This is an optimization exercise on Yosys and OpenROAD, whose aim is small area, not a production implementation. Function was checked by simulation only, so behaviour that the tests miss may differ from the original. Power and IR drop assume default switching activity.

<file path="design/flow/design.v">
module alu_pipe (
  input  logic        clk,
  input  logic [4:0]  sel,
  input  logic [31:0] data1,
  input  logic [31:0] data2,
  output logic [31:0] result
);
  logic [4:0]  sel_q;
  logic [31:0] data1_q, data2_q, alu_y;
  always_ff @(posedge clk) begin
    sel_q   <= sel;
    data1_q <= data1;
    data2_q <= data2;
    result  <= alu_y;
  end
  alu u_alu (.sel(sel_q), .data1(data1_q), .data2(data2_q), .result(alu_y));
endmodule

module alu (
  input  logic [4:0]  sel,
  input  logic [31:0] data1,
  input  logic [31:0] data2,
  output logic [31:0] result
);
  logic [31:0] a, b;
  assign a = data1;
  assign b = data2;
  logic lo, arith, inv, cin, cinn, e_pn, e_gn, s_shl, s_shr, s_sra, s_gt, s_lt;
  assign lo    = ~sel[4] & ~sel[3];
  assign arith = lo & ~sel[2] & ~sel[1];                  
  assign e_gn  = ~(lo & ~sel[2] & sel[1]);                
  assign e_pn  = ~(lo & ((~sel[2] & sel[1] & sel[0]) | (sel[2] & ~sel[1] & ~sel[0])));   
  assign s_shl = lo & sel[2] & ~sel[1] & sel[0];          
  assign s_shr = lo & sel[2] & sel[1];                    
  assign s_sra = lo & sel[2] & sel[1] & sel[0];           
  assign s_gt  = ~sel[4] & sel[3] & ~sel[2] & ~sel[1] & ~sel[0];   
  assign s_lt  = ~sel[4] & sel[3] & ~sel[2] & ~sel[1] & sel[0];    
  assign inv   = ~sel[4] & ~sel[2] & ~sel[1] & (sel[3] | sel[0]);   
  assign cin   = ~sel[4] & ~sel[2] & ~sel[1] & sel[0];              
  assign cinn  = ~cin;
  logic n1, n2, n3, n4, n5, n6, n7, n8, n9, n10, n11, n12;
  logic n13, n14, n15, n16, n17, n18, n19, n20, n21, n22, n23, n24;
  logic n25, n26, n27, n28, n29, n30, n31, n32, n33, n34, n35, n36;
  logic n37, n38, n39, n40, n41, n42, n43, n44, n45, n46, n47, n48;
  logic n49, n50, n51, n52, n53, n54, n55, n56, n57, n58, n59, n60;
  logic n61, n62, n63, n64, n65, n66, n67, n68, n69, n70, n71, n72;
  logic n73, n74, n75, n76, n77, n78, n79, n80, n81, n82, n83, n84;
  logic n85, n86, n87, n88, n89, n90, n91, n92, n93, n94, n95, n96;
  logic n97, n98, n99, n100, n101, n102, n103, n104, n105, n106, n107, n108;
  logic n109, n110, n111, n112, n113, n114, n115, n116, n117, n118, n119, n120;
  logic n121, n122, n123, n124, n125, n126, n127, n128, n129, n130, n131, n132;
  logic n133, n134, n135, n136, n137, n138, n139, n140, n141, n142, n143, n144;
  logic n145, n146, n147, n148, n149, n150, n151, n152, n153, n154, n155, n156;
  logic n157, n158, n159, n160, n161, n162, n163, n164, n165, n166, n167, n168;
  logic n169, n170, n171, n172, n173, n174, n175, n176, n177, n178, n179, n180;
  logic n181, n182, n183, n184, n185, n186, n187, n188, n189, n190, n191, n192;
  logic n193, n194, n195, n196, n197, n198, n199, n200, n201, n202, n203, n204;
  logic n205, n206, n207, n208, n209, n210, n211, n212, n213, n214, n215, n216;
  logic n217, n218, n219, n220, n221, n222, n223, n224, n226, n227, n229, n230;
  logic n232, n233, n235, n236, n238, n239, n241, n242, n244, n245, n247, n248;
  logic n250, n251, n253, n254, n256, n257, n259, n260, n262, n263, n265, n266;
  logic n268, n269, n271, n272, n274, n275, n277, n278, n280, n281, n283, n284;
  logic n286, n287, n289, n290, n292, n293, n295, n296, n298, n299, n301, n302;
  logic n304, n305, n307, n308, n310, n311, n313, n314, n316, n317;
  alu_xor2 g1 (.A(b[0]), .B(inv), .Y(n1));
  alu_xnor2 g2 (.A(a[0]), .B(n1), .Y(n2));
  alu_nand2 g3 (.A(a[0]), .B(n1), .Y(n3));
  alu_xor2 g4 (.A(b[1]), .B(inv), .Y(n4));
  alu_xnor2 g5 (.A(a[1]), .B(n4), .Y(n5));
  alu_nand2 g6 (.A(a[1]), .B(n4), .Y(n6));
  alu_xor2 g7 (.A(b[2]), .B(inv), .Y(n7));
  alu_xnor2 g8 (.A(a[2]), .B(n7), .Y(n8));
  alu_nand2 g9 (.A(a[2]), .B(n7), .Y(n9));
  alu_xor2 g10 (.A(b[3]), .B(inv), .Y(n10));
  alu_xnor2 g11 (.A(a[3]), .B(n10), .Y(n11));
  alu_nand2 g12 (.A(a[3]), .B(n10), .Y(n12));
  alu_xor2 g13 (.A(b[4]), .B(inv), .Y(n13));
  alu_xnor2 g14 (.A(a[4]), .B(n13), .Y(n14));
  alu_nand2 g15 (.A(a[4]), .B(n13), .Y(n15));
  alu_xor2 g16 (.A(b[5]), .B(inv), .Y(n16));
  alu_xnor2 g17 (.A(a[5]), .B(n16), .Y(n17));
  alu_nand2 g18 (.A(a[5]), .B(n16), .Y(n18));
  alu_xor2 g19 (.A(b[6]), .B(inv), .Y(n19));
  alu_xnor2 g20 (.A(a[6]), .B(n19), .Y(n20));
  alu_nand2 g21 (.A(a[6]), .B(n19), .Y(n21));
  alu_xor2 g22 (.A(b[7]), .B(inv), .Y(n22));
  alu_xnor2 g23 (.A(a[7]), .B(n22), .Y(n23));
  alu_nand2 g24 (.A(a[7]), .B(n22), .Y(n24));
  alu_xor2 g25 (.A(b[8]), .B(inv), .Y(n25));
  alu_xnor2 g26 (.A(a[8]), .B(n25), .Y(n26));
  alu_nand2 g27 (.A(a[8]), .B(n25), .Y(n27));
  alu_xor2 g28 (.A(b[9]), .B(inv), .Y(n28));
  alu_xnor2 g29 (.A(a[9]), .B(n28), .Y(n29));
  alu_nand2 g30 (.A(a[9]), .B(n28), .Y(n30));
  alu_xor2 g31 (.A(b[10]), .B(inv), .Y(n31));
  alu_xnor2 g32 (.A(a[10]), .B(n31), .Y(n32));
  alu_nand2 g33 (.A(a[10]), .B(n31), .Y(n33));
  alu_xor2 g34 (.A(b[11]), .B(inv), .Y(n34));
  alu_xnor2 g35 (.A(a[11]), .B(n34), .Y(n35));
  alu_nand2 g36 (.A(a[11]), .B(n34), .Y(n36));
  alu_xor2 g37 (.A(b[12]), .B(inv), .Y(n37));
  alu_xnor2 g38 (.A(a[12]), .B(n37), .Y(n38));
  alu_nand2 g39 (.A(a[12]), .B(n37), .Y(n39));
  alu_xor2 g40 (.A(b[13]), .B(inv), .Y(n40));
  alu_xnor2 g41 (.A(a[13]), .B(n40), .Y(n41));
  alu_nand2 g42 (.A(a[13]), .B(n40), .Y(n42));
  alu_xor2 g43 (.A(b[14]), .B(inv), .Y(n43));
  alu_xnor2 g44 (.A(a[14]), .B(n43), .Y(n44));
  alu_nand2 g45 (.A(a[14]), .B(n43), .Y(n45));
  alu_xor2 g46 (.A(b[15]), .B(inv), .Y(n46));
  alu_xnor2 g47 (.A(a[15]), .B(n46), .Y(n47));
  alu_nand2 g48 (.A(a[15]), .B(n46), .Y(n48));
  alu_xor2 g49 (.A(b[16]), .B(inv), .Y(n49));
  alu_xnor2 g50 (.A(a[16]), .B(n49), .Y(n50));
  alu_nand2 g51 (.A(a[16]), .B(n49), .Y(n51));
  alu_xor2 g52 (.A(b[17]), .B(inv), .Y(n52));
  alu_xnor2 g53 (.A(a[17]), .B(n52), .Y(n53));
  alu_nand2 g54 (.A(a[17]), .B(n52), .Y(n54));
  alu_xor2 g55 (.A(b[18]), .B(inv), .Y(n55));
  alu_xnor2 g56 (.A(a[18]), .B(n55), .Y(n56));
  alu_nand2 g57 (.A(a[18]), .B(n55), .Y(n57));
  alu_xor2 g58 (.A(b[19]), .B(inv), .Y(n58));
  alu_xnor2 g59 (.A(a[19]), .B(n58), .Y(n59));
  alu_nand2 g60 (.A(a[19]), .B(n58), .Y(n60));
  alu_xor2 g61 (.A(b[20]), .B(inv), .Y(n61));
  alu_xnor2 g62 (.A(a[20]), .B(n61), .Y(n62));
  alu_nand2 g63 (.A(a[20]), .B(n61), .Y(n63));
  alu_xor2 g64 (.A(b[21]), .B(inv), .Y(n64));
  alu_xnor2 g65 (.A(a[21]), .B(n64), .Y(n65));
  alu_nand2 g66 (.A(a[21]), .B(n64), .Y(n66));
  alu_xor2 g67 (.A(b[22]), .B(inv), .Y(n67));
  alu_xnor2 g68 (.A(a[22]), .B(n67), .Y(n68));
  alu_nand2 g69 (.A(a[22]), .B(n67), .Y(n69));
  alu_xor2 g70 (.A(b[23]), .B(inv), .Y(n70));
  alu_xnor2 g71 (.A(a[23]), .B(n70), .Y(n71));
  alu_nand2 g72 (.A(a[23]), .B(n70), .Y(n72));
  alu_xor2 g73 (.A(b[24]), .B(inv), .Y(n73));
  alu_xnor2 g74 (.A(a[24]), .B(n73), .Y(n74));
  alu_nand2 g75 (.A(a[24]), .B(n73), .Y(n75));
  alu_xor2 g76 (.A(b[25]), .B(inv), .Y(n76));
  alu_xnor2 g77 (.A(a[25]), .B(n76), .Y(n77));
  alu_nand2 g78 (.A(a[25]), .B(n76), .Y(n78));
  alu_xor2 g79 (.A(b[26]), .B(inv), .Y(n79));
  alu_xnor2 g80 (.A(a[26]), .B(n79), .Y(n80));
  alu_nand2 g81 (.A(a[26]), .B(n79), .Y(n81));
  alu_xor2 g82 (.A(b[27]), .B(inv), .Y(n82));
  alu_xnor2 g83 (.A(a[27]), .B(n82), .Y(n83));
  alu_nand2 g84 (.A(a[27]), .B(n82), .Y(n84));
  alu_xor2 g85 (.A(b[28]), .B(inv), .Y(n85));
  alu_xnor2 g86 (.A(a[28]), .B(n85), .Y(n86));
  alu_nand2 g87 (.A(a[28]), .B(n85), .Y(n87));
  alu_xor2 g88 (.A(b[29]), .B(inv), .Y(n88));
  alu_xnor2 g89 (.A(a[29]), .B(n88), .Y(n89));
  alu_nand2 g90 (.A(a[29]), .B(n88), .Y(n90));
  alu_xor2 g91 (.A(b[30]), .B(inv), .Y(n91));
  alu_xnor2 g92 (.A(a[30]), .B(n91), .Y(n92));
  alu_nand2 g93 (.A(a[30]), .B(n91), .Y(n93));
  alu_xor2 g94 (.A(b[31]), .B(inv), .Y(n94));
  alu_xnor2 g95 (.A(a[31]), .B(n94), .Y(n95));
  alu_nand2 g96 (.A(a[31]), .B(n94), .Y(n96));
  alu_oai21 g97 (.A1(n2), .A2(cinn), .B1(n3), .Y(n97));
  alu_inv g98 (.A(n97), .Y(n98));
  alu_oai21 g99 (.A1(n5), .A2(n98), .B1(n6), .Y(n99));
  alu_oai21 g100 (.A1(n11), .A2(n9), .B1(n12), .Y(n100));
  alu_nor2 g101 (.A(n11), .B(n8), .Y(n101));
  alu_oai21 g102 (.A1(n17), .A2(n15), .B1(n18), .Y(n102));
  alu_nor2 g103 (.A(n17), .B(n14), .Y(n103));
  alu_oai21 g104 (.A1(n23), .A2(n21), .B1(n24), .Y(n104));
  alu_nor2 g105 (.A(n23), .B(n20), .Y(n105));
  alu_oai21 g106 (.A1(n29), .A2(n27), .B1(n30), .Y(n106));
  alu_nor2 g107 (.A(n29), .B(n26), .Y(n107));
  alu_oai21 g108 (.A1(n35), .A2(n33), .B1(n36), .Y(n108));
  alu_nor2 g109 (.A(n35), .B(n32), .Y(n109));
  alu_oai21 g110 (.A1(n41), .A2(n39), .B1(n42), .Y(n110));
  alu_nor2 g111 (.A(n41), .B(n38), .Y(n111));
  alu_oai21 g112 (.A1(n47), .A2(n45), .B1(n48), .Y(n112));
  alu_nor2 g113 (.A(n47), .B(n44), .Y(n113));
  alu_oai21 g114 (.A1(n53), .A2(n51), .B1(n54), .Y(n114));
  alu_nor2 g115 (.A(n53), .B(n50), .Y(n115));
  alu_oai21 g116 (.A1(n59), .A2(n57), .B1(n60), .Y(n116));
  alu_nor2 g117 (.A(n59), .B(n56), .Y(n117));
  alu_oai21 g118 (.A1(n65), .A2(n63), .B1(n66), .Y(n118));
  alu_nor2 g119 (.A(n65), .B(n62), .Y(n119));
  alu_oai21 g120 (.A1(n71), .A2(n69), .B1(n72), .Y(n120));
  alu_nor2 g121 (.A(n71), .B(n68), .Y(n121));
  alu_oai21 g122 (.A1(n77), .A2(n75), .B1(n78), .Y(n122));
  alu_nor2 g123 (.A(n77), .B(n74), .Y(n123));
  alu_oai21 g124 (.A1(n83), .A2(n81), .B1(n84), .Y(n124));
  alu_nor2 g125 (.A(n83), .B(n80), .Y(n125));
  alu_oai21 g126 (.A1(n89), .A2(n87), .B1(n90), .Y(n126));
  alu_nor2 g127 (.A(n89), .B(n86), .Y(n127));
  alu_oai21 g128 (.A1(n95), .A2(n93), .B1(n96), .Y(n128));
  alu_nor2 g129 (.A(n95), .B(n92), .Y(n129));
  alu_aoi21 g130 (.A1(n101), .A2(n99), .B1(n100), .Y(n130));
  alu_aoi21 g131 (.A1(n105), .A2(n102), .B1(n104), .Y(n131));
  alu_nand2 g132 (.A(n105), .B(n103), .Y(n132));
  alu_aoi21 g133 (.A1(n109), .A2(n106), .B1(n108), .Y(n133));
  alu_nand2 g134 (.A(n109), .B(n107), .Y(n134));
  alu_aoi21 g135 (.A1(n113), .A2(n110), .B1(n112), .Y(n135));
  alu_nand2 g136 (.A(n113), .B(n111), .Y(n136));
  alu_aoi21 g137 (.A1(n117), .A2(n114), .B1(n116), .Y(n137));
  alu_nand2 g138 (.A(n117), .B(n115), .Y(n138));
  alu_aoi21 g139 (.A1(n121), .A2(n118), .B1(n120), .Y(n139));
  alu_nand2 g140 (.A(n121), .B(n119), .Y(n140));
  alu_aoi21 g141 (.A1(n125), .A2(n122), .B1(n124), .Y(n141));
  alu_nand2 g142 (.A(n125), .B(n123), .Y(n142));
  alu_aoi21 g143 (.A1(n129), .A2(n126), .B1(n128), .Y(n143));
  alu_nand2 g144 (.A(n129), .B(n127), .Y(n144));
  alu_oai21 g145 (.A1(n132), .A2(n130), .B1(n131), .Y(n145));
  alu_oai21 g146 (.A1(n136), .A2(n133), .B1(n135), .Y(n146));
  alu_nor2 g147 (.A(n136), .B(n134), .Y(n147));
  alu_oai21 g148 (.A1(n140), .A2(n137), .B1(n139), .Y(n148));
  alu_nor2 g149 (.A(n140), .B(n138), .Y(n149));
  alu_oai21 g150 (.A1(n144), .A2(n141), .B1(n143), .Y(n150));
  alu_nor2 g151 (.A(n144), .B(n142), .Y(n151));
  alu_aoi21 g152 (.A1(n147), .A2(n145), .B1(n146), .Y(n152));
  alu_aoi21 g153 (.A1(n151), .A2(n148), .B1(n150), .Y(n153));
  alu_nand2 g154 (.A(n151), .B(n149), .Y(n154));
  alu_oai21 g155 (.A1(n154), .A2(n152), .B1(n153), .Y(n155));
  alu_inv g156 (.A(n152), .Y(n156));
  alu_aoi21 g157 (.A1(n149), .A2(n156), .B1(n148), .Y(n157));
  alu_inv g158 (.A(n145), .Y(n158));
  alu_oai21 g159 (.A1(n134), .A2(n158), .B1(n133), .Y(n159));
  alu_oai21 g160 (.A1(n138), .A2(n152), .B1(n137), .Y(n160));
  alu_oai21 g161 (.A1(n142), .A2(n157), .B1(n141), .Y(n161));
  alu_inv g162 (.A(n130), .Y(n162));
  alu_aoi21 g163 (.A1(n103), .A2(n162), .B1(n102), .Y(n163));
  alu_aoi21 g164 (.A1(n107), .A2(n145), .B1(n106), .Y(n164));
  alu_aoi21 g165 (.A1(n111), .A2(n159), .B1(n110), .Y(n165));
  alu_aoi21 g166 (.A1(n115), .A2(n156), .B1(n114), .Y(n166));
  alu_aoi21 g167 (.A1(n119), .A2(n160), .B1(n118), .Y(n167));
  alu_inv g168 (.A(n157), .Y(n168));
  alu_aoi21 g169 (.A1(n123), .A2(n168), .B1(n122), .Y(n169));
  alu_aoi21 g170 (.A1(n127), .A2(n161), .B1(n126), .Y(n170));
  alu_inv g171 (.A(n99), .Y(n171));
  alu_oai21 g172 (.A1(n8), .A2(n171), .B1(n9), .Y(n172));
  alu_oai21 g173 (.A1(n14), .A2(n130), .B1(n15), .Y(n173));
  alu_oai21 g174 (.A1(n20), .A2(n163), .B1(n21), .Y(n174));
  alu_oai21 g175 (.A1(n26), .A2(n158), .B1(n27), .Y(n175));
  alu_oai21 g176 (.A1(n32), .A2(n164), .B1(n33), .Y(n176));
  alu_inv g177 (.A(n159), .Y(n177));
  alu_oai21 g178 (.A1(n38), .A2(n177), .B1(n39), .Y(n178));
  alu_oai21 g179 (.A1(n44), .A2(n165), .B1(n45), .Y(n179));
  alu_oai21 g180 (.A1(n50), .A2(n152), .B1(n51), .Y(n180));
  alu_oai21 g181 (.A1(n56), .A2(n166), .B1(n57), .Y(n181));
  alu_inv g182 (.A(n160), .Y(n182));
  alu_oai21 g183 (.A1(n62), .A2(n182), .B1(n63), .Y(n183));
  alu_oai21 g184 (.A1(n68), .A2(n167), .B1(n69), .Y(n184));
  alu_oai21 g185 (.A1(n74), .A2(n157), .B1(n75), .Y(n185));
  alu_oai21 g186 (.A1(n80), .A2(n169), .B1(n81), .Y(n186));
  alu_inv g187 (.A(n161), .Y(n187));
  alu_oai21 g188 (.A1(n86), .A2(n187), .B1(n87), .Y(n188));
  alu_oai21 g189 (.A1(n92), .A2(n170), .B1(n93), .Y(n189));
  alu_xnor2 g190 (.A(n2), .B(cin), .Y(n190));
  alu_xnor2 g191 (.A(n5), .B(n97), .Y(n191));
  alu_xnor2 g192 (.A(n8), .B(n99), .Y(n192));
  alu_xnor2 g193 (.A(n11), .B(n172), .Y(n193));
  alu_xor2 g194 (.A(n14), .B(n130), .Y(n194));
  alu_xnor2 g195 (.A(n17), .B(n173), .Y(n195));
  alu_xor2 g196 (.A(n20), .B(n163), .Y(n196));
  alu_xnor2 g197 (.A(n23), .B(n174), .Y(n197));
  alu_xnor2 g198 (.A(n26), .B(n145), .Y(n198));
  alu_xnor2 g199 (.A(n29), .B(n175), .Y(n199));
  alu_xor2 g200 (.A(n32), .B(n164), .Y(n200));
  alu_xnor2 g201 (.A(n35), .B(n176), .Y(n201));
  alu_xnor2 g202 (.A(n38), .B(n159), .Y(n202));
  alu_xnor2 g203 (.A(n41), .B(n178), .Y(n203));
  alu_xor2 g204 (.A(n44), .B(n165), .Y(n204));
  alu_xnor2 g205 (.A(n47), .B(n179), .Y(n205));
  alu_xor2 g206 (.A(n50), .B(n152), .Y(n206));
  alu_xnor2 g207 (.A(n53), .B(n180), .Y(n207));
  alu_xor2 g208 (.A(n56), .B(n166), .Y(n208));
  alu_xnor2 g209 (.A(n59), .B(n181), .Y(n209));
  alu_xnor2 g210 (.A(n62), .B(n160), .Y(n210));
  alu_xnor2 g211 (.A(n65), .B(n183), .Y(n211));
  alu_xor2 g212 (.A(n68), .B(n167), .Y(n212));
  alu_xnor2 g213 (.A(n71), .B(n184), .Y(n213));
  alu_xor2 g214 (.A(n74), .B(n157), .Y(n214));
  alu_xnor2 g215 (.A(n77), .B(n185), .Y(n215));
  alu_xor2 g216 (.A(n80), .B(n169), .Y(n216));
  alu_xnor2 g217 (.A(n83), .B(n186), .Y(n217));
  alu_xnor2 g218 (.A(n86), .B(n161), .Y(n218));
  alu_xnor2 g219 (.A(n89), .B(n188), .Y(n219));
  alu_xor2 g220 (.A(n92), .B(n170), .Y(n220));
  alu_xnor2 g221 (.A(n95), .B(n189), .Y(n221));
  alu_mux2 g222 (.A0(s_lt), .A1(s_gt), .S(n155), .X(n222));
  alu_oai22 g223 (.A1(e_pn), .A2(n2), .B1(e_gn), .B2(n3), .Y(n223));
  alu_aoi221 g224 (.A1(arith), .A2(n190), .B1(s_shr), .B2(a[1]), .C1(n222), .Y(n224));
  alu_nand2b g225 (.A_N(n223), .B(n224), .Y(result[0]));
  alu_oai22 g226 (.A1(e_pn), .A2(n5), .B1(e_gn), .B2(n6), .Y(n226));
  alu_aoi222 g227 (.A1(arith), .A2(n191), .B1(s_shl), .B2(a[0]), .C1(s_shr), .C2(a[2]), .Y(n227));
  alu_nand2b g228 (.A_N(n226), .B(n227), .Y(result[1]));
  alu_oai22 g229 (.A1(e_pn), .A2(n8), .B1(e_gn), .B2(n9), .Y(n229));
  alu_aoi222 g230 (.A1(arith), .A2(n192), .B1(s_shl), .B2(a[1]), .C1(s_shr), .C2(a[3]), .Y(n230));
  alu_nand2b g231 (.A_N(n229), .B(n230), .Y(result[2]));
  alu_oai22 g232 (.A1(e_pn), .A2(n11), .B1(e_gn), .B2(n12), .Y(n232));
  alu_aoi222 g233 (.A1(arith), .A2(n193), .B1(s_shl), .B2(a[2]), .C1(s_shr), .C2(a[4]), .Y(n233));
  alu_nand2b g234 (.A_N(n232), .B(n233), .Y(result[3]));
  alu_oai22 g235 (.A1(e_pn), .A2(n14), .B1(e_gn), .B2(n15), .Y(n235));
  alu_aoi222 g236 (.A1(arith), .A2(n194), .B1(s_shl), .B2(a[3]), .C1(s_shr), .C2(a[5]), .Y(n236));
  alu_nand2b g237 (.A_N(n235), .B(n236), .Y(result[4]));
  alu_oai22 g238 (.A1(e_pn), .A2(n17), .B1(e_gn), .B2(n18), .Y(n238));
  alu_aoi222 g239 (.A1(arith), .A2(n195), .B1(s_shl), .B2(a[4]), .C1(s_shr), .C2(a[6]), .Y(n239));
  alu_nand2b g240 (.A_N(n238), .B(n239), .Y(result[5]));
  alu_oai22 g241 (.A1(e_pn), .A2(n20), .B1(e_gn), .B2(n21), .Y(n241));
  alu_aoi222 g242 (.A1(arith), .A2(n196), .B1(s_shl), .B2(a[5]), .C1(s_shr), .C2(a[7]), .Y(n242));
  alu_nand2b g243 (.A_N(n241), .B(n242), .Y(result[6]));
  alu_oai22 g244 (.A1(e_pn), .A2(n23), .B1(e_gn), .B2(n24), .Y(n244));
  alu_aoi222 g245 (.A1(arith), .A2(n197), .B1(s_shl), .B2(a[6]), .C1(s_shr), .C2(a[8]), .Y(n245));
  alu_nand2b g246 (.A_N(n244), .B(n245), .Y(result[7]));
  alu_oai22 g247 (.A1(e_pn), .A2(n26), .B1(e_gn), .B2(n27), .Y(n247));
  alu_aoi222 g248 (.A1(arith), .A2(n198), .B1(s_shl), .B2(a[7]), .C1(s_shr), .C2(a[9]), .Y(n248));
  alu_nand2b g249 (.A_N(n247), .B(n248), .Y(result[8]));
  alu_oai22 g250 (.A1(e_pn), .A2(n29), .B1(e_gn), .B2(n30), .Y(n250));
  alu_aoi222 g251 (.A1(arith), .A2(n199), .B1(s_shl), .B2(a[8]), .C1(s_shr), .C2(a[10]), .Y(n251));
  alu_nand2b g252 (.A_N(n250), .B(n251), .Y(result[9]));
  alu_oai22 g253 (.A1(e_pn), .A2(n32), .B1(e_gn), .B2(n33), .Y(n253));
  alu_aoi222 g254 (.A1(arith), .A2(n200), .B1(s_shl), .B2(a[9]), .C1(s_shr), .C2(a[11]), .Y(n254));
  alu_nand2b g255 (.A_N(n253), .B(n254), .Y(result[10]));
  alu_oai22 g256 (.A1(e_pn), .A2(n35), .B1(e_gn), .B2(n36), .Y(n256));
  alu_aoi222 g257 (.A1(arith), .A2(n201), .B1(s_shl), .B2(a[10]), .C1(s_shr), .C2(a[12]), .Y(n257));
  alu_nand2b g258 (.A_N(n256), .B(n257), .Y(result[11]));
  alu_oai22 g259 (.A1(e_pn), .A2(n38), .B1(e_gn), .B2(n39), .Y(n259));
  alu_aoi222 g260 (.A1(arith), .A2(n202), .B1(s_shl), .B2(a[11]), .C1(s_shr), .C2(a[13]), .Y(n260));
  alu_nand2b g261 (.A_N(n259), .B(n260), .Y(result[12]));
  alu_oai22 g262 (.A1(e_pn), .A2(n41), .B1(e_gn), .B2(n42), .Y(n262));
  alu_aoi222 g263 (.A1(arith), .A2(n203), .B1(s_shl), .B2(a[12]), .C1(s_shr), .C2(a[14]), .Y(n263));
  alu_nand2b g264 (.A_N(n262), .B(n263), .Y(result[13]));
  alu_oai22 g265 (.A1(e_pn), .A2(n44), .B1(e_gn), .B2(n45), .Y(n265));
  alu_aoi222 g266 (.A1(arith), .A2(n204), .B1(s_shl), .B2(a[13]), .C1(s_shr), .C2(a[15]), .Y(n266));
  alu_nand2b g267 (.A_N(n265), .B(n266), .Y(result[14]));
  alu_oai22 g268 (.A1(e_pn), .A2(n47), .B1(e_gn), .B2(n48), .Y(n268));
  alu_aoi222 g269 (.A1(arith), .A2(n205), .B1(s_shl), .B2(a[14]), .C1(s_shr), .C2(a[16]), .Y(n269));
  alu_nand2b g270 (.A_N(n268), .B(n269), .Y(result[15]));
  alu_oai22 g271 (.A1(e_pn), .A2(n50), .B1(e_gn), .B2(n51), .Y(n271));
  alu_aoi222 g272 (.A1(arith), .A2(n206), .B1(s_shl), .B2(a[15]), .C1(s_shr), .C2(a[17]), .Y(n272));
  alu_nand2b g273 (.A_N(n271), .B(n272), .Y(result[16]));
  alu_oai22 g274 (.A1(e_pn), .A2(n53), .B1(e_gn), .B2(n54), .Y(n274));
  alu_aoi222 g275 (.A1(arith), .A2(n207), .B1(s_shl), .B2(a[16]), .C1(s_shr), .C2(a[18]), .Y(n275));
  alu_nand2b g276 (.A_N(n274), .B(n275), .Y(result[17]));
  alu_oai22 g277 (.A1(e_pn), .A2(n56), .B1(e_gn), .B2(n57), .Y(n277));
  alu_aoi222 g278 (.A1(arith), .A2(n208), .B1(s_shl), .B2(a[17]), .C1(s_shr), .C2(a[19]), .Y(n278));
  alu_nand2b g279 (.A_N(n277), .B(n278), .Y(result[18]));
  alu_oai22 g280 (.A1(e_pn), .A2(n59), .B1(e_gn), .B2(n60), .Y(n280));
  alu_aoi222 g281 (.A1(arith), .A2(n209), .B1(s_shl), .B2(a[18]), .C1(s_shr), .C2(a[20]), .Y(n281));
  alu_nand2b g282 (.A_N(n280), .B(n281), .Y(result[19]));
  alu_oai22 g283 (.A1(e_pn), .A2(n62), .B1(e_gn), .B2(n63), .Y(n283));
  alu_aoi222 g284 (.A1(arith), .A2(n210), .B1(s_shl), .B2(a[19]), .C1(s_shr), .C2(a[21]), .Y(n284));
  alu_nand2b g285 (.A_N(n283), .B(n284), .Y(result[20]));
  alu_oai22 g286 (.A1(e_pn), .A2(n65), .B1(e_gn), .B2(n66), .Y(n286));
  alu_aoi222 g287 (.A1(arith), .A2(n211), .B1(s_shl), .B2(a[20]), .C1(s_shr), .C2(a[22]), .Y(n287));
  alu_nand2b g288 (.A_N(n286), .B(n287), .Y(result[21]));
  alu_oai22 g289 (.A1(e_pn), .A2(n68), .B1(e_gn), .B2(n69), .Y(n289));
  alu_aoi222 g290 (.A1(arith), .A2(n212), .B1(s_shl), .B2(a[21]), .C1(s_shr), .C2(a[23]), .Y(n290));
  alu_nand2b g291 (.A_N(n289), .B(n290), .Y(result[22]));
  alu_oai22 g292 (.A1(e_pn), .A2(n71), .B1(e_gn), .B2(n72), .Y(n292));
  alu_aoi222 g293 (.A1(arith), .A2(n213), .B1(s_shl), .B2(a[22]), .C1(s_shr), .C2(a[24]), .Y(n293));
  alu_nand2b g294 (.A_N(n292), .B(n293), .Y(result[23]));
  alu_oai22 g295 (.A1(e_pn), .A2(n74), .B1(e_gn), .B2(n75), .Y(n295));
  alu_aoi222 g296 (.A1(arith), .A2(n214), .B1(s_shl), .B2(a[23]), .C1(s_shr), .C2(a[25]), .Y(n296));
  alu_nand2b g297 (.A_N(n295), .B(n296), .Y(result[24]));
  alu_oai22 g298 (.A1(e_pn), .A2(n77), .B1(e_gn), .B2(n78), .Y(n298));
  alu_aoi222 g299 (.A1(arith), .A2(n215), .B1(s_shl), .B2(a[24]), .C1(s_shr), .C2(a[26]), .Y(n299));
  alu_nand2b g300 (.A_N(n298), .B(n299), .Y(result[25]));
  alu_oai22 g301 (.A1(e_pn), .A2(n80), .B1(e_gn), .B2(n81), .Y(n301));
  alu_aoi222 g302 (.A1(arith), .A2(n216), .B1(s_shl), .B2(a[25]), .C1(s_shr), .C2(a[27]), .Y(n302));
  alu_nand2b g303 (.A_N(n301), .B(n302), .Y(result[26]));
  alu_oai22 g304 (.A1(e_pn), .A2(n83), .B1(e_gn), .B2(n84), .Y(n304));
  alu_aoi222 g305 (.A1(arith), .A2(n217), .B1(s_shl), .B2(a[26]), .C1(s_shr), .C2(a[28]), .Y(n305));
  alu_nand2b g306 (.A_N(n304), .B(n305), .Y(result[27]));
  alu_oai22 g307 (.A1(e_pn), .A2(n86), .B1(e_gn), .B2(n87), .Y(n307));
  alu_aoi222 g308 (.A1(arith), .A2(n218), .B1(s_shl), .B2(a[27]), .C1(s_shr), .C2(a[29]), .Y(n308));
  alu_nand2b g309 (.A_N(n307), .B(n308), .Y(result[28]));
  alu_oai22 g310 (.A1(e_pn), .A2(n89), .B1(e_gn), .B2(n90), .Y(n310));
  alu_aoi222 g311 (.A1(arith), .A2(n219), .B1(s_shl), .B2(a[28]), .C1(s_shr), .C2(a[30]), .Y(n311));
  alu_nand2b g312 (.A_N(n310), .B(n311), .Y(result[29]));
  alu_oai22 g313 (.A1(e_pn), .A2(n92), .B1(e_gn), .B2(n93), .Y(n313));
  alu_aoi222 g314 (.A1(arith), .A2(n220), .B1(s_shl), .B2(a[29]), .C1(s_shr), .C2(a[31]), .Y(n314));
  alu_nand2b g315 (.A_N(n313), .B(n314), .Y(result[30]));
  alu_oai22 g316 (.A1(e_pn), .A2(n95), .B1(e_gn), .B2(n96), .Y(n316));
  alu_aoi222 g317 (.A1(arith), .A2(n221), .B1(s_shl), .B2(a[30]), .C1(s_sra), .C2(a[31]), .Y(n317));
  alu_nand2b g318 (.A_N(n316), .B(n317), .Y(result[31]));
endmodule
module alu_xor2 (input logic A, B, output logic Y);
  assign Y = A ^ B;
endmodule
module alu_xnor2 (input logic A, B, output logic Y);
  assign Y = ~(A ^ B);
endmodule
module alu_nand2 (input logic A, B, output logic Y);
  assign Y = ~(A & B);
endmodule
module alu_nor2 (input logic A, B, output logic Y);
  assign Y = ~(A | B);
endmodule
module alu_inv (input logic A, output logic Y);
  assign Y = ~A;
endmodule
module alu_aoi21 (input logic A1, A2, B1, output logic Y);
  assign Y = ~((A1 & A2) | B1);
endmodule
module alu_oai21 (input logic A1, A2, B1, output logic Y);
  assign Y = ~((A1 | A2) & B1);
endmodule
module alu_oai22 (input logic A1, A2, B1, B2, output logic Y);
  assign Y = ~((A1 | A2) & (B1 | B2));
endmodule
module alu_aoi221 (input logic A1, A2, B1, B2, C1, output logic Y);
  assign Y = ~((A1 & A2) | (B1 & B2) | C1);
endmodule
module alu_aoi222 (input logic A1, A2, B1, B2, C1, C2, output logic Y);
  assign Y = ~((A1 & A2) | (B1 & B2) | (C1 & C2));
endmodule
module alu_nand2b (input logic A_N, B, output logic Y);
  assign Y = A_N | ~B;
endmodule
module alu_mux2 (input logic A0, A1, S, output logic X);
  assign X = S ? A1 : A0;
endmodule
</file>
<file path="design/flow/flow/run.sh">
#!/bin/bash
# Own layout flow: the standard ORFS flow (standard.sh) with these changes:
#  - synthesis (flow/synth_cells.tcl): the standard flow's synthesis script, except that the ALU's gate
#    modules are mapped one-to-one onto sky130hd cells (flow/cells_map.v) before Yosys's synth,
#    ABC maps the rest with flow/abc.script, and no full/half-adder cells are extracted;
#  - port buffers are the smallest buffer, buf_1;
#  - clock tree from clkbuf_8 cells, without dummy loads;
#  - power (and so area) recovery after global routing.
# Each tool's full output is in the ORFS logs under orfs/logs/; make's output is in standard_flow.log.
set -euo pipefail
here=$(pwd)
export OWN_ABC_SCRIPT=$here/flow/abc.script
export OWN_CELL_MAP=$here/flow/cells_map.v
bash standard.sh \
  SYNTH_SCRIPT=$here/flow/synth_cells.tcl \
  ADDER_MAP_FILE= \
  "BUFFER_PORTS_ARGS=-buffer_cell sky130_fd_sc_hd__buf_1" \
  "CTS_ARGS=-sink_clustering_enable -repair_clock_nets -buf_list sky130_fd_sc_hd__clkbuf_8 -root_buf sky130_fd_sc_hd__clkbuf_8 -dont_use_dummy_load" \
  RECOVER_POWER=100 \
  finish > standard_flow.log 2>&1
</file>
<file path="design/flow/flow/abc.script">
strash
dch -f
map -B 0.9
topo
stime -c
</file>
<file path="design/flow/flow/cells_map.v">
// Generated by gen/gen2.py map: maps the ALU's gate modules (alu_*) onto sky130hd cells.
module alu_xor2 (input A, B, output Y);
  sky130_fd_sc_hd__xor2_1 _TECHMAP_REPLACE_ (.A(A), .B(B), .X(Y));
endmodule
module alu_xnor2 (input A, B, output Y);
  sky130_fd_sc_hd__xnor2_1 _TECHMAP_REPLACE_ (.A(A), .B(B), .Y(Y));
endmodule
module alu_nand2 (input A, B, output Y);
  sky130_fd_sc_hd__nand2_1 _TECHMAP_REPLACE_ (.A(A), .B(B), .Y(Y));
endmodule
module alu_nor2 (input A, B, output Y);
  sky130_fd_sc_hd__nor2_1 _TECHMAP_REPLACE_ (.A(A), .B(B), .Y(Y));
endmodule
module alu_inv (input A, output Y);
  sky130_fd_sc_hd__inv_1 _TECHMAP_REPLACE_ (.A(A), .Y(Y));
endmodule
module alu_aoi21 (input A1, A2, B1, output Y);
  sky130_fd_sc_hd__a21oi_1 _TECHMAP_REPLACE_ (.A1(A1), .A2(A2), .B1(B1), .Y(Y));
endmodule
module alu_oai21 (input A1, A2, B1, output Y);
  sky130_fd_sc_hd__o21ai_1 _TECHMAP_REPLACE_ (.A1(A1), .A2(A2), .B1(B1), .Y(Y));
endmodule
module alu_oai22 (input A1, A2, B1, B2, output Y);
  sky130_fd_sc_hd__o22ai_1 _TECHMAP_REPLACE_ (.A1(A1), .A2(A2), .B1(B1), .B2(B2), .Y(Y));
endmodule
module alu_aoi22 (input A1, A2, B1, B2, output Y);
  sky130_fd_sc_hd__a22oi_1 _TECHMAP_REPLACE_ (.A1(A1), .A2(A2), .B1(B1), .B2(B2), .Y(Y));
endmodule
module alu_aoi221 (input A1, A2, B1, B2, C1, output Y);
  sky130_fd_sc_hd__a221oi_1 _TECHMAP_REPLACE_ (.A1(A1), .A2(A2), .B1(B1), .B2(B2), .C1(C1), .Y(Y));
endmodule
module alu_aoi222 (input A1, A2, B1, B2, C1, C2, output Y);
  sky130_fd_sc_hd__a222oi_1 _TECHMAP_REPLACE_ (.A1(A1), .A2(A2), .B1(B1), .B2(B2), .C1(C1), .C2(C2), .Y(Y));
endmodule
module alu_nand2b (input A_N, B, output Y);
  sky130_fd_sc_hd__nand2b_1 _TECHMAP_REPLACE_ (.A_N(A_N), .B(B), .Y(Y));
endmodule
module alu_mux2 (input A0, A1, S, output X);
  sky130_fd_sc_hd__mux2_1 _TECHMAP_REPLACE_ (.A0(A0), .A1(A1), .S(S), .X(X));
endmodule
</file>
<file path="design/flow/flow/synth_cells.tcl">
# The standard flow's synthesis script (synth_recipe.tcl) with two changes for this design:
#  - before Yosys's first synth pass, the ALU's gate modules (alu_xor2, alu_oai21, ...) are
#    mapped one-to-one onto the sky130hd cells of the same function (OWN_CELL_MAP), so the
#    hand-built adder and output multiplexer keep their structure;
#  - ABC maps the remaining logic (the operation decode) with the script in OWN_ABC_SCRIPT.
set ::own_cells_mapped 0
proc synth {args} {
  if { !$::own_cells_mapped } {
    set ::own_cells_mapped 1
    yosys techmap -map $::env(OWN_CELL_MAP) alu
  }
  yosys synth -nofsm -noshare {*}$args
}
proc abc {args} {
  set i [lsearch -exact $args -script]
  if { $i >= 0 && [info exists ::env(OWN_ABC_SCRIPT)] } {
    lset args [expr {$i + 1}] $::env(OWN_ABC_SCRIPT)
  }
  puts "abc wrapper: abc $args"
  yosys abc {*}$args
}
source $::env(SCRIPTS_DIR)/synth.tcl
# left out here: clear keep_hierarchy, flatten, clean up, hide names made inside functions, write 1_2_yosys.v
</file>
<file path="design/flow/standard.sh">
#!/bin/bash
# synth_recipe.tcl (not shown) runs the flow's synth.tcl, then flattens the netlist and writes it again
# the make line also repeats each setting of config.mk as NAME=value (left out here)
make -C /OpenROAD-flow-scripts/flow DESIGN_CONFIG=/design/flow/config.mk WORK_HOME=/design/flow/orfs CLKGATE_MAP_FILE= SYNTH_SCRIPT=/design/flow/synth_recipe.tcl "${@:-finish}"
</file>
<file path="design/flow/config.mk">
export PLATFORM = sky130hd
export DESIGN_NAME = alu_pipe
export DESIGN_NICKNAME = alu_pipe
export VERILOG_FILES = /design/flow/design.v
export SDC_FILE = /design/flow/constraint.sdc
export NUM_CORES = 4
export LEC_CHECK = 0
export CAP_MARGIN = 20
export CORE_MARGIN = 2
export CORE_UTILIZATION = 40
export SETUP_SLACK_MARGIN = -0.3
export SLEW_MARGIN = 20
</file>
<file path="design/flow/constraint.sdc">
create_clock -name core_clock -period 4.0 [get_ports {clk}]
set_input_delay 0.8000 -clock core_clock [delete_from_list [all_inputs] [get_ports {clk}]]
set_output_delay 0.8000 -clock core_clock [all_outputs]
set_load 0.01 [all_outputs]
</file>
==> flow_summary.toml, run 1 <==
[outcome]
outcome = "no timing/DRC/antenna violations"

[critical_path]
setup.worst_path.end = "result[31]$_DFF_P_"
cp_slowest_cell = "dfxtp_1"
end_kind = "flip-flop"
crit_chain = "nor2_1, nand3_1, nand2_2, buf_4, xor2_1, xnor2_1, o21ai_1, a21oi_1, o21ai_1, a21oi_1, inv_1, a21oi_2, o21ai_1, a21oi_2, o21ai_1, xnor2_1, a222oi_1, nand2b_1"
cp_slowest_stage_delay_ps = 340
r2r-end = "result[31]$_DFF_P_"
startpoint_type = "flip-flop"
rr_startpoint = "sel_q[2]$_DFF_P_"
reg2reg_depth = 18
critPathArrivalTime_ps = 3990
critical_path_class = "reg2reg"
r2r_slack_ps = 250
crit_required_ps = 4240
worstSetupStartpoint = "sel_q[2]$_DFF_P_"
crit_top_cell = "o21ai_1"
crit_fanout = 11

[drt]
via_count = 3695
drtIter0Drc = 355
antenna_left = 0
routedWlPerCell_um = 14.4
avgViaCountPerCell = 5.27
drc_errors = 0
drt_wl_total_um = 10100
drtPass1Iterations = 9

[place]
hpwl_um = 7200
place_area_um2 = 4880
portBuffers = 101
gp_congestion = 0.799

[die]
dieArea_um2 = 11400
placementRows = 37
num_io_pins = 102
fp.coreArea_um2 = 10300
die_h_um = 107
die_x_um = 107
start_util_pct = 41.0

[clock_tree]
clk_pin_slew_worst_paths_ps = 90
clkSinkCount = 101
cts.repair.resized = 0
postCtsHoldBufs = 0
clock_latency_ps = 360
clock_path_buffers = 2
cts_setup_buffers = 0
cts_max_level = 3
root_buffer = "clkbuf_8"
cts_buffers = 9
cts_tree = "done"

[sta]
finalCriticalPeriod_ps = 3750
fin_skew_ps = 18.1
drv_slew = 0
max-slew-margin-rel_pct = 71.2
worst_slew_pin_slew_ps = 427
setup_viol = 0
fin_crit_sh_pct = 93.7
finalHoldViolCount = 0
max_freq_mhz = 267

[power]
p_leak_nw = 1.95
p_per_area_nw_per_um2 = 418
finalPower_mw = 2.09
ir_drop_v = 0.000159

[logic_synthesis]
synth.most_common_cell = "dfxtp_1"
yosysSeqAreaShare_pct = 47.7
synth.distinct_cells = 16
synth_top_area_share_pct = 47.7
synth_edf_count = 0
ys_warn_count = 1
synth_mux_area_share_pct = 0.266
yosys-top-cells-count = "101 x dfxtp_1, 54 x xnor2_1, 48 x nand2_1, 42 x xor2_1, 40 x o21ai_1"
synth_cells = 444
yosys_most_used_dff = "dfxtp_1"
synth_simple_gate_area_share_pct = 11.8
synth_compound_area_share_pct = 19.1
syn_nets = 514
synth_xor_area_share_pct = 19.9
synth_top_family_by_area = "XOR/XNOR gates"
synthArstFlopShare_pct = 0
synth_seq_cells = 101
synthTopCellsByArea = "dfxtp_1 48%, xnor2_1 11%, xor2_1 8.7%"
synth.largest_area_cell = "dfxtp_1"
synthAdderAreaFrac_pct = 0
syn_avg_cell_area_um2 = 9.54
synth_area_um2 = 4240

[finish]
diodes = 0
layout.nets = 637
stdcell_area_um2 = 5010
layout-drive-gt1-share_pct = 4.42
area_growth_pct = 18.2

[global_route]
grt_usage_pct = 18.0
antenna_found_initial = 0
grt_start_max_net_pins = 33
grt_pass1_vias = 3621
grt_overflow = 0
grt_pass1_wl_um = 16200

[run]
maxCapViolCount = 0

[hold_path]
hold_start = "data1[30]"
min_path_type = "in2reg"
final cells by class:
cell class	instances	area [um^2]
Inverter	14	52.6
Clock buffer	9	124
Fill cell	1027	5320
Timing Repair Buffer	112	458
Sequential cell	101	2020
Multi-Input combinational cell	329	2180
Tap cell	136	170
metal layers:
metal	GRT usage, %	share of wire, %	up-vias
li1	-	-	1846
met1	20.6	41	1711
met2	32.2	51	124
met3	4.44	6.1	14
met4	7.14	1.7	0
met5	0	0	-
where the power goes:
part	leakage [nW]	internal, mW	switching [mW]
clock network	0.0647	0.202	0.297
registers	0.846	1.07	0.0426
logic	1.04	0.204	0.276
worst max-delay path, delay by kind of cell (launching register included):
family          cells  cell delay [ps]
simple gates        4              600
buf+inv             2              350
flops               1              340
compound gates      9             1690
xor+xnor            3              630
sequential cells by signal, indices dropped and copies added (netlist names):
name     flops
data1_q     32
data2_q     32
result      32
sel_q        5
how the worst min path moves through the flow:
stage / depth (start not counted) / endpoint / slack [ps]
5_1_grt: 1 / data1_q[3]$_DFF_P_ / 490
3_3_place_gp: 2 / result[1]$_DFF_P_ / 560
4_1_cts: 1 / data1_q[3]$_DFF_P_ / 500
2_1_floorplan: 2 / result[1]$_DFF_P_ / 520
6_report: 1 / data1_q[30]$_DFF_P_ / 520
3_5_place_dp: 2 / result[10]$_DFF_P_ / 560
logic make-up after synthesis:
group / Yosys count
AO/OA/AOI/OAI: 122
XOR/XNOR: 96
buffers and inverters: 14
flip-flops: 101
multiplexers: 1
AND/OR/NAND/NOR: 110
cells in the final DEF, fill, tap and decap left out:
master | netlist | layout
a21oi_2 | 0 | 2
nor2_1 | 25 | 23
nand2_1 | 48 | 47
nor2_2 | 0 | 2
buf_4 | 0 | 10
a21oi_1 | 18 | 16
o21ai_1 | 40 | 32
inv_1 | 9 | 9
dfxtp_1 | 101 | 101
clkbuf_8 | 0 | 9
a222oi_1 | 31 | 31
clkinv_1 | 5 | 5
clkbuf_1 | 0 | 1
nand2_2 | 0 | 1
o22ai_1 | 32 | 32
xor2_1 | 42 | 42
nand2b_1 | 32 | 32
a221oi_1 | 1 | 1
buf_1 | 0 | 101
nand3_1 | 4 | 4
o21ai_0 | 0 | 8
xnor2_1 | 54 | 54
nor3_2 | 0 | 1
mux2_1 | 1 | 1
per-stage QoR:
stage	util [%]	TNS (ps)	std cells	setup slack, ps	hold slack (ps)
detailed placement	47.3	0	692	141	556
global route	48.5	-1090	701	-228	491
finish	48.5	0	701	253	519
CTS	48.5	0	701	104	500
global placement	47.3	0	692	236	558
floorplan	-	-309	444	-179	517
==> run 2, diff against run 1 <==
--- a/design/flow/config.mk
+++ b/design/flow/config.mk
@@ -9,4 +9,3 @@
 export CORE_MARGIN = 2
 export CORE_UTILIZATION = 40
-export SETUP_SLACK_MARGIN = -0.3
 export SLEW_MARGIN = 20
==> run 2 against run 1 <==
  * Final area up 0.72%
  * Still clean on timing, DRC and antenna
  * Die area unchanged
  * Combinational power about the same
  * Synthesized cell count unchanged
  * Highest routed layer unchanged
==> flow_summary.toml, run 2 <==
[global_route]
grt_pass1_vias = 3662
grt_start_max_net_pins = 33
grt_overflow = 0
grt_usage_pct = 17.9
grt_pass1_wl_um = 16300
antenna_found_initial = 0

[hold_path]
min_path_type = "in2reg"
hold_start = "data2[19]"
hold_end = "data2_q[19]$_DFF_P_"
whs_path_depth = 1

[sta]
finalCriticalPeriod_ps = 3630
drv_slew = 0
setup_slack_ps = 373
worst_slew_pin_slew_ps = 589
max-slew-margin-rel_pct = 60.7
fin_skew_ps = 20.1
fin_crit_sh_pct = 90.7
max_freq_mhz = 276
tns_ps = 0
finalHoldViolCount = 0
setup_viol = 0

[finish]
diodes = 0
area_growth_pct = 19.1
layout.nets = 639
final_cell_mix = "101 x dfxtp_1, 101 x buf_1, 54 x xnor2_1"
nFillCells = 1010
layout-drive-gt1-share_pct = 4.94
top_regs = "data1_q (32), data2_q (32), result (32)"

[logic_synthesis]
synth_cells = 444
synth.distinct_cells = 16
synth_edf_count = 0
syn_avg_cell_area_um2 = 9.54
syn_nets = 514
yosys_most_used_dff = "dfxtp_1"
synth_area_um2 = 4240
synth.largest_area_cell = "dfxtp_1"
synth.most_common_cell = "dfxtp_1"
yosys-top-cells-count = "101 x dfxtp_1, 54 x xnor2_1, 48 x nand2_1, 42 x xor2_1, 40 x o21ai_1"
yosysSeqAreaShare_pct = 47.7
synthArstFlopShare_pct = 0
synth_top_area_share_pct = 47.7
synth_seq_cells = 101
ys_warn_count = 1
synthTopCellsByArea = "dfxtp_1 48%, xnor2_1 11%, xor2_1 8.7%"

[clock_tree]
clk_pin_slew_worst_paths_ps = 80
root_buffer = "clkbuf_8"
postCtsHoldBufs = 0
cts_tree = "done"
cts_max_level = 3
cts_buffers = 9
clock_path_buffers = 2
clkSinkCount = 101
clock_latency_ps = 360

[drt]
routedWlPerCell_um = 14.1
avgViaCountPerCell = 5.21
via_count = 3661
drt_wl_total_um = 9920
drc_errors = 0
antenna_left = 0
drtPass1Iterations = 5
drtIter0Drc = 283

[outcome]
outcome = "no timing/DRC/antenna violations"

[die]
die_h_um = 107
start_util_pct = 41.0
num_io_pins = 102
fp.coreArea_um2 = 10300
placementRows = 37
die_x_um = 107
dieArea_um2 = 11400

[critical_path]
startpoint_type = "flip-flop"
crit_fanout = 4
crit_required_ps = 4220
r2r_slack_ps = 370
end_kind = "flip-flop"
critPathArrivalTime_ps = 3850
reg2reg_depth = 19
r2r-end = "result[29]$_DFF_P_"
critical_path_class = "reg2reg"
rr_startpoint = "sel_q[2]$_DFF_P_"

[power]
p_leak_nw = 1.97
ir_drop_v = 0.000240
p_per_area_nw_per_um2 = 414

[run]
maxCapViolCount = 0

[place]
dp_slack_ps = 53.1
portBuffers = 101
hpwl_um = 6950
gp_congestion = 0.812
-- run 2: per-stage QoR --
step / instance area [um^2] / hold WS, ps / power, mW / util, % / cells
CTS: 5020 / 500 / 2.11 / 48.6 / 702
global placement: 4890 / 569 / 1.61 / 47.4 / 693
detailed placement: 4890 / 561 / 1.61 / 47.4 / 693
finish: 5040 / 523 / 2.09 / 48.9 / 703
global route: 5040 / 493 / 2.22 / 48.9 / 703
floorplan: 4240 / 517 / 1.49 / - / 444
-- run 2: cell type report --
cell class,instances,area (um^2),share of cell area [%]
Clock buffer,9,124,2.46
Inverter,14,52.6,1.04
Multi-Input combinational cell,329,2190,43.4
Sequential cell,101,2020,40.1
Tap cell,136,170,3.37
Timing Repair Buffer,114,485,9.63
-- run 2: critical path: stages (launching register included) --
cell      delay (ps)
dfxtp_1          350
nor2_1           180
nand3_1          200
nand2_4          150
xor2_1           230
xnor2_1          150
o21ai_1          220
inv_1             60
o21ai_1          240
a21oi_1          150
o21ai_1          210
a21oi_2          100
inv_1             90
a21oi_2           80
o21ai_1          290
inv_1             90
o21ai_1          150
xnor2_1           90
a222oi_1         350
nand2b_1         110
-- run 2: logic make-up (layout without fill, tap and decap cells) --
kind of cell | after synthesis | after routing | share of synthesized area (%)
flip-flops | 101 | 101 | 47.7
XOR/XNOR | 96 | 96 | 19.9
AND/OR/NAND/NOR | 110 | 110 | 11.8
multiplexers | 1 | 1 | 0.266
AO/OA/AOI/OAI | 122 | 122 | 19.1
buffers and inverters | 14 | 137 | 1.24
-- run 2: power breakdown --
group	switching [mW]	internal (mW)	total (mW)
Clock	0.285	0.202	0.487
Combinational	0.276	0.206	0.482
Sequential	0.0431	1.07	1.12
Total	0.604	1.48	2.09
-- run 2: metal layers --
metal / share of wire (%) / wire (um) / global-route usage (%) / up-vias
met4: 1.6 / 157 / 7.79 / 0
met5: 0 / 0 / 0 / -
met3: 5.5 / 544 / 4.62 / 13
met2: 51 / 5020 / 32.3 / 119
li1: - / - / - / 1835
met1: 42 / 4200 / 19.9 / 1694
-- run 2: how the worst max path moves through the flow --
stage | from | end
finish | sel_q[2]$_DFF_P_ | result[29]$_DFF_P_
global route | sel_q[1]$_DFF_P_ | result[23]$_DFF_P_
CTS | sel_q[1]$_DFF_P_ | result[31]$_DFF_P_
detailed placement | sel_q[2]$_DFF_P_ | result[31]$_DFF_P_
global placement | sel_q[2]$_DFF_P_ | result[31]$_DFF_P_
floorplan | sel_q[2]$_DFF_P_ | result[31]$_DFF_P_
-- run 2: what timing repair did --
item,CTS,global route
gates resized for setup,0,3
endpoints found under the setup margin,0,11
buffers inserted,0,1

re-timing with driven ports:
The results above use ideal ports. As a check the final layouts listed here were re-extracted and re-timed, cells and wires unchanged. Step 1, drivers: a clkbuf_16 drives clk and a buf_2 each remaining input, both assumed. Step 2, shift: input delay + t, output delay - t, t = (earliest + latest rising clock arrival at the registers) / 2. This alone moves slack from input paths to output paths. Three values: ideal, step 1, step 2; two values: the first two.
run | t, ns | slack for setup (ns) | hold WS [ns] | worst slew at a driven data input, ns
run 1 | 0.385 | 0.253 / 0.253 / 0.253 | 0.519 / 0.513 / 0.578 | 0.03
run 2 | 0.383 | 0.373 / 0.373 / 0.373 | 0.523 / 0.514 / 0.570 | 0.04
After both steps every run listed still meets setup and hold.
